What follows belongs to an exercise in optimizing a design on an open flow for small area, a short achievable clock period and few clock cycles per item; a production flow would make more cautious choices.
The RTL was checked by simulation tests, not by an equivalence proof against the original design.

v17:
Design xoodoo_nc, start of the top module:
module xoodoo_nc (
    input         clk,
    input         rst,    
    input         dv,
    input  [95:0] state,
    output [95:0] out,
    output        out_valid
);
For scale: roughly 290 flip-flops, ~200 I/O pins.
==> flow/config.mk <==
export PLATFORM = sky130hd
export DESIGN_NAME = xoodoo_nc
export DESIGN_NICKNAME = xoodoo_nc
export VERILOG_FILES = /design/flow/design.v
export SDC_FILE = /design/flow/constraint.sdc
export NUM_CORES = 4
export LEC_CHECK = 0
export CAP_MARGIN = 20
export CORE_MARGIN = 2
export CORE_UTILIZATION = 40
export CTS_CLUSTER_DIAMETER = 100
export CTS_CLUSTER_SIZE = 25
export SLEW_MARGIN = 20
export SYNTH_HIERARCHICAL = 1
==> flow/constraint.sdc <==
create_clock -name core_clock -period 7.0 [get_ports {clk}]
set_input_delay 1.4000 -clock core_clock [delete_from_list [all_inputs] [get_ports {clk}]]
set_output_delay 1.4000 -clock core_clock [all_outputs]
set_load 0.01 [all_outputs]
standard.sh (not shown) runs the stock make flow with config.mk's settings and CLKGATE_MAP_FILE= SYNTH_SCRIPT=/design/flow/synth_recipe.tcl, a recipe that flattens the netlist after the stock synthesis.
==> flow/flow/run.sh <==
#!/bin/bash
# The standard layout, with plain buffers (not delay cells) on the ports.
set -euo pipefail
bash standard.sh "BUFFER_PORTS_ARGS=-buffer_cell sky130_fd_sc_hd__buf_2" finish > standard.log 2>&1
Testbench counts of v17, summed over its fixed seeds: cycles 16,016, items 16,000.
### v17 -> v5
- setting GPL_ROUTABILITY_DRIVEN to 0 for the first time
- changing CORE_UTILIZATION from 40 to 60
- setting SETUP_SLACK_MARGIN to 4.5 for the first time
- setting PLACE_DENSITY to 0.7 for the first time
Notes after the runs:
- Of v17 and v5, v17 shows the higher die boundary height, with v5 below it.
- Sort v17 and v5 by total buffers and inverters traversed by the critical path desc -> top: v5
- Diff v17 -> v5 | number of global-route vias before repair | up by a few percent
- Going from v17 to v5, final critical delay including setup and external delays decreased by 0.69 ns relative to the old numbers; fmax increased by 83 MHz relative to the old numbers.
- From v17 to v5 the numbers moved as follows: cell count shrank by about 7%, met3 demand-to-capacity share in global routing went up 0.89 points.
Input-level comparison between v18 and v5:
- GPL_ROUTABILITY_DRIVEN: 0 -> unset
- SETUP_SLACK_MARGIN: 4.5 -> 4.55
### Flow results
v18 completed; timing, DRC and antenna clean
Core utilization on v18 is up relative to v5.
Diff v5..v18 | average size of a mapped cell | unchanged
The worst hold slack on v5 is in line with that on v18.
Count of cell instances traversed by the critical path down 1 in v18 wrt v5
In the final reports, the cell area of v18 is larger than that of v5.
Reported for v18 and v5, clock-buffer cell count turned out identical to the last digit.
Between v18 and v5, the clock-pin slew reported for the worst setup and hold paths after clock tree synthesis does not differ in any meaningful way.
v18 — wire length about 2.6% higher, v5 as reference
Side by side, worst slew slack as a fraction of its limit turned out lower in v18 than in v5.
Diff v5 -> v18 | met2 wirelength from detailed routing | increase of 1300 microns
For v33, these inputs were changed with respect to v18:
- changing SETUP_SLACK_MARGIN from 4.55 to 4.5
==> flow/flow/run.sh <==
#!/bin/bash
# The standard layout, with plain buffers (not delay cells) on the ports.
set -euo pipefail
bash standard.sh "BUFFER_PORTS_ARGS=-buffer_cell sky130_fd_sc_hd__buf_1" finish > standard.log 2>&1
Findings:
Measured against each other, v18 and v33 differ in worst-case headroom to the max-slew limit, the higher figure coming from v33.
Core utilization: v33 lower than v18
On wire length of the first global-routing pass: between v18 and v33, it ends up higher for v18.
r2[16] as the timing endpoint of the critical path was reported by v18, and r2[35] by v33.
Relative to v18, the final cell area reported for v33 is lower.
v33 — critical path depth 1 higher, v18 as reference
Relative to v18, detail-routed net length per standard cell has gone down in v33.
Setup slack: v33 less than v18
Worst hold slack came out higher on v33 than on v18.

* * *

Setup of build 39:
Starting RTL as in the previous note.
Settings: LEC_CHECK=0, CAP_MARGIN=20, CORE_MARGIN=2, CORE_UTILIZATION=60, CTS_CLUSTER_DIAMETER=100, CTS_CLUSTER_SIZE=25, PLACE_DENSITY=0.7, SETUP_SLACK_MARGIN=4.5, SLEW_MARGIN=20, SYNTH_HIERARCHICAL=1; clock period 7.0 ns.
==> flow/flow/run.sh <==
#!/bin/bash
# The standard layout, with plain buffers (not delay cells) on the ports and
# no dummy loads in the clock tree.
set -euo pipefail
bash standard.sh "BUFFER_PORTS_ARGS=-buffer_cell sky130_fd_sc_hd__buf_2" \
  "CTS_ARGS=-sink_clustering_enable -repair_clock_nets -dont_use_dummy_load -sink_clustering_size 25 -sink_clustering_max_diameter 100" \
  finish > standard.log 2>&1
Testbench counts of build 39, summed over its fixed seeds: cycles 16,016, items 16,000.
Input-level comparison between build 72 and build 39:
Settings: changing CORE_UTILIZATION from 60 to 75; changing PLACE_DENSITY from 0.7 to 0.85.
==> flow/flow/run.sh <==
#!/bin/bash
# The standard layout, with plain buffers (not delay cells) on the ports.
set -euo pipefail
bash standard.sh "BUFFER_PORTS_ARGS=-buffer_cell sky130_fd_sc_hd__buf_2" finish > standard.log 2>&1
### Flow results
Relative to build 39, die span in x decreased by about 10% in build 72. On number of setup buffers added after CTS: between build 72 and build 39, it ends up lower for build 72. Compared with build 39, in build 72 worst setup slack after placement rose 0.18 ns; total number of placement rows decreased by 11% relative to the old numbers; count of H-tree levels built during CTS saw little to no change. The flow ended early for build 72: it failed with a tool error in 5_1_grt. Looking at the reports, build 39 completed the entire flow and the layout it produced met the timing, design-rule and antenna checks. Diff build 72 and build 39: placed cell area lower in build 72. [compare] base=build 39 new=build 72: vertical die dimension -16 um; area after synthesis ~0 delta; final estimated routing congestion in global placement +about 13%. Compared with build 39, cell count after placement in build 72 decreased by a few percent.
Input changes introduced in build 59 (baseline for comparison: build 72):
Settings: PLACE_DENSITY: 0.85 -> 0.8; CORE_UTILIZATION: 75 -> 65.
## What came out
- Every stage of the flow completed for build 59, and the final layout passed the timing, design-rule and antenna checks.
- Reported for build 72 and build 59, number of register bits inferred by synthesis turned out identical to the last digit.
- Summary: with build 72 as the reference, number of gates resized after cts in build 59 moved up by more than a quarter.
- Looking at effective utilization at floorplan across build 72 and build 59, the one that comes out lower is build 59.
- Re boundary pin count: no difference whatsoever between build 59 and build 72.
- | buffers inserted during post-CTS setup optimization | lower: build 72 |
- Lower number of placement rows was reported by build 72, not build 59.
- The number of placed instances with taps included number comes out higher for build 59 vs build 72.
- Summary of build 59 over build 72: post-place setup slack went down; number of flops mapped to enable cells by yosys ~0 delta.
Setup changes, build 59 to build 70
Settings: PLACE_DENSITY: 0.8 -> 0.7; CORE_UTILIZATION: 65 -> 60.
Notes after the runs:
Against build 59, number of rows in the core area in build 70 rose by a few percent. Build 70 vs build 59 on fill cell total of the finished layout: build 70 is the higher one. Against build 59 as the reference, build 70 delivers a lower routed via count.
What build 34 does differently from build 70 at the input level:
Settings: CORE_UTILIZATION: 60 -> 40; PLACE_DENSITY: 0.7 -> unset.
--- outcome ---
Of the two values seen for first element of the critical path, r1[26] was produced by build 70 and state[2] by build 34. From build 70 to build 34 the numbers moved as follows: maximum net fanout on the critical path lost 1; count of plain and timing-repair buffers in the layout picked up an extra 16. met2 layer wire length in the routed design was lower in build 70 than in build 34. Diff build 70 -> build 34: placeable core region grew by 49%, final worst-path setup slack grew by 0.042 ns, worst hold slack grew by 0.011 ns.
### build 34 -> build 90
Settings: SETUP_SLACK_MARGIN: 4.5 -> 4.6; PLACE_DENSITY: unset -> 0.7; CORE_UTILIZATION: 40 -> 60.
Results
Final cell count (build 90 vs. build 34) decreases by a little under 10%
After detailed routing, build 34 needs more wire than build 90.

* * *

main:
xoodoo_nc again, from the RTL that the note above started with.
## xoodoo_nc
module xoodoo_nc (
    input         clk,
    input         rst,    
    input         dv,
    input  [95:0] state,
    output [95:0] out,
    output        out_valid
);
==> flow/config.mk <==
export PLATFORM = sky130hd
export DESIGN_NAME = xoodoo_nc
export DESIGN_NICKNAME = xoodoo_nc
export VERILOG_FILES = /design/flow/design.v
export SDC_FILE = /design/flow/constraint.sdc
export NUM_CORES = 4
export LEC_CHECK = 0
export CAP_MARGIN = 20
export CORE_MARGIN = 2
export CORE_UTILIZATION = 40
export CTS_CLUSTER_DIAMETER = 100
export CTS_CLUSTER_SIZE = 25
export SETUP_SLACK_MARGIN = 4.4
export SLEW_MARGIN = 20
export SYNTH_HIERARCHICAL = 1
==> flow/constraint.sdc <==
create_clock -name core_clock -period 7.0 [get_ports {clk}]
set_input_delay 1.4000 -clock core_clock [delete_from_list [all_inputs] [get_ports {clk}]]
set_output_delay 1.4000 -clock core_clock [all_outputs]
set_load 0.01 [all_outputs]
==> flow/flow/run.sh <==
#!/bin/bash
# The standard layout, with plain buffers (not delay cells) on the ports.
set -euo pipefail
bash standard.sh "BUFFER_PORTS_ARGS=-buffer_cell sky130_fd_sc_hd__buf_2" finish > standard.log 2>&1
main went all the way through the flow, and no timing, DRC or antenna check failed.
Testbench counts of main, summed over its fixed seeds: cycles 16,016, items 16,000.
Changes in the feature branch relative to main:
- CTS_CLUSTER_DIAMETER now 120, was 100
- SETUP_SLACK_MARGIN now 4.5, was 4.4
- CTS_CLUSTER_SIZE now 30, was 25
- CORE_UTILIZATION now 60, was 40
- PLACE_DENSITY now 0.7, previously not set
--- outcome ---
- The routed length per placed instance number comes out lower for main vs the feature branch.
- In the feature branch the slack of the worst reg-to-reg path turned out 40 ps higher than in main.
- Against main, the final cell area of the feature branch is higher.
- Taking main as the reference, in the feature branch headroom to the max-slew limit shrank by 1.5 points; critical path depth +1.

-- afterwards: timing with drivers on the ports --
Ports are ideal in the flow. The routed layouts listed here were re-timed in OpenROAD. Step 1 assumes that a clkbuf_16 drives the clock port and a buf_2 every other input. Step 2, shift: input delay + t, output delay - t, t = (earliest + latest rising clock arrival at the registers) / 2. This alone moves slack from input paths to output paths. a / b / c = no drivers / after step 1 / after step 2; a / b = the first two.
| run | t, ns | slack for setup (ns) | worst register clock-pin slew, ns | worst slew at a driven data input, ns |
|---|---|---|---|---|
| v17 | 0.542 | 3.752 / 3.752 / 3.752 | 0.10 / 0.10 | 0.04 |
| v5 | 0.535 | 4.440 / 4.440 / 4.209 | 0.10 / 0.10 | 0.04 |
| v18 | 0.537 | 4.494 / 4.494 / 4.081 | 0.10 / 0.10 | 0.04 |
| v33 | 0.548 | 4.471 / 4.471 / 4.117 | 0.10 / 0.10 | 0.04 |
| build 39 | 0.531 | 4.449 / 4.449 / 4.109 | 0.10 / 0.10 | 0.04 |
| build 59 | 0.536 | 4.427 / 4.427 / 4.073 | 0.10 / 0.10 | 0.04 |
| build 70 | 0.532 | 4.489 / 4.489 / 4.151 | 0.10 / 0.10 | 0.04 |
| build 34 | 0.542 | 4.532 / 4.552 / 4.023 | 0.10 / 0.10 | 0.04 |
| build 90 | 0.538 | 4.546 / 4.546 / 4.056 | 0.10 / 0.10 | 0.04 |
| main | 0.542 | 4.401 / 4.401 / 4.061 | 0.10 / 0.10 | 0.04 |
| the feature branch | 0.544 | 4.440 / 4.440 / 4.141 | 0.12 / 0.12 | 0.04 |
After both steps setup and hold are still met in every run listed. For build 34, which loses most, drivers alone change the setup slack by +0.020 ns; drivers and shift together by -0.509 ns.
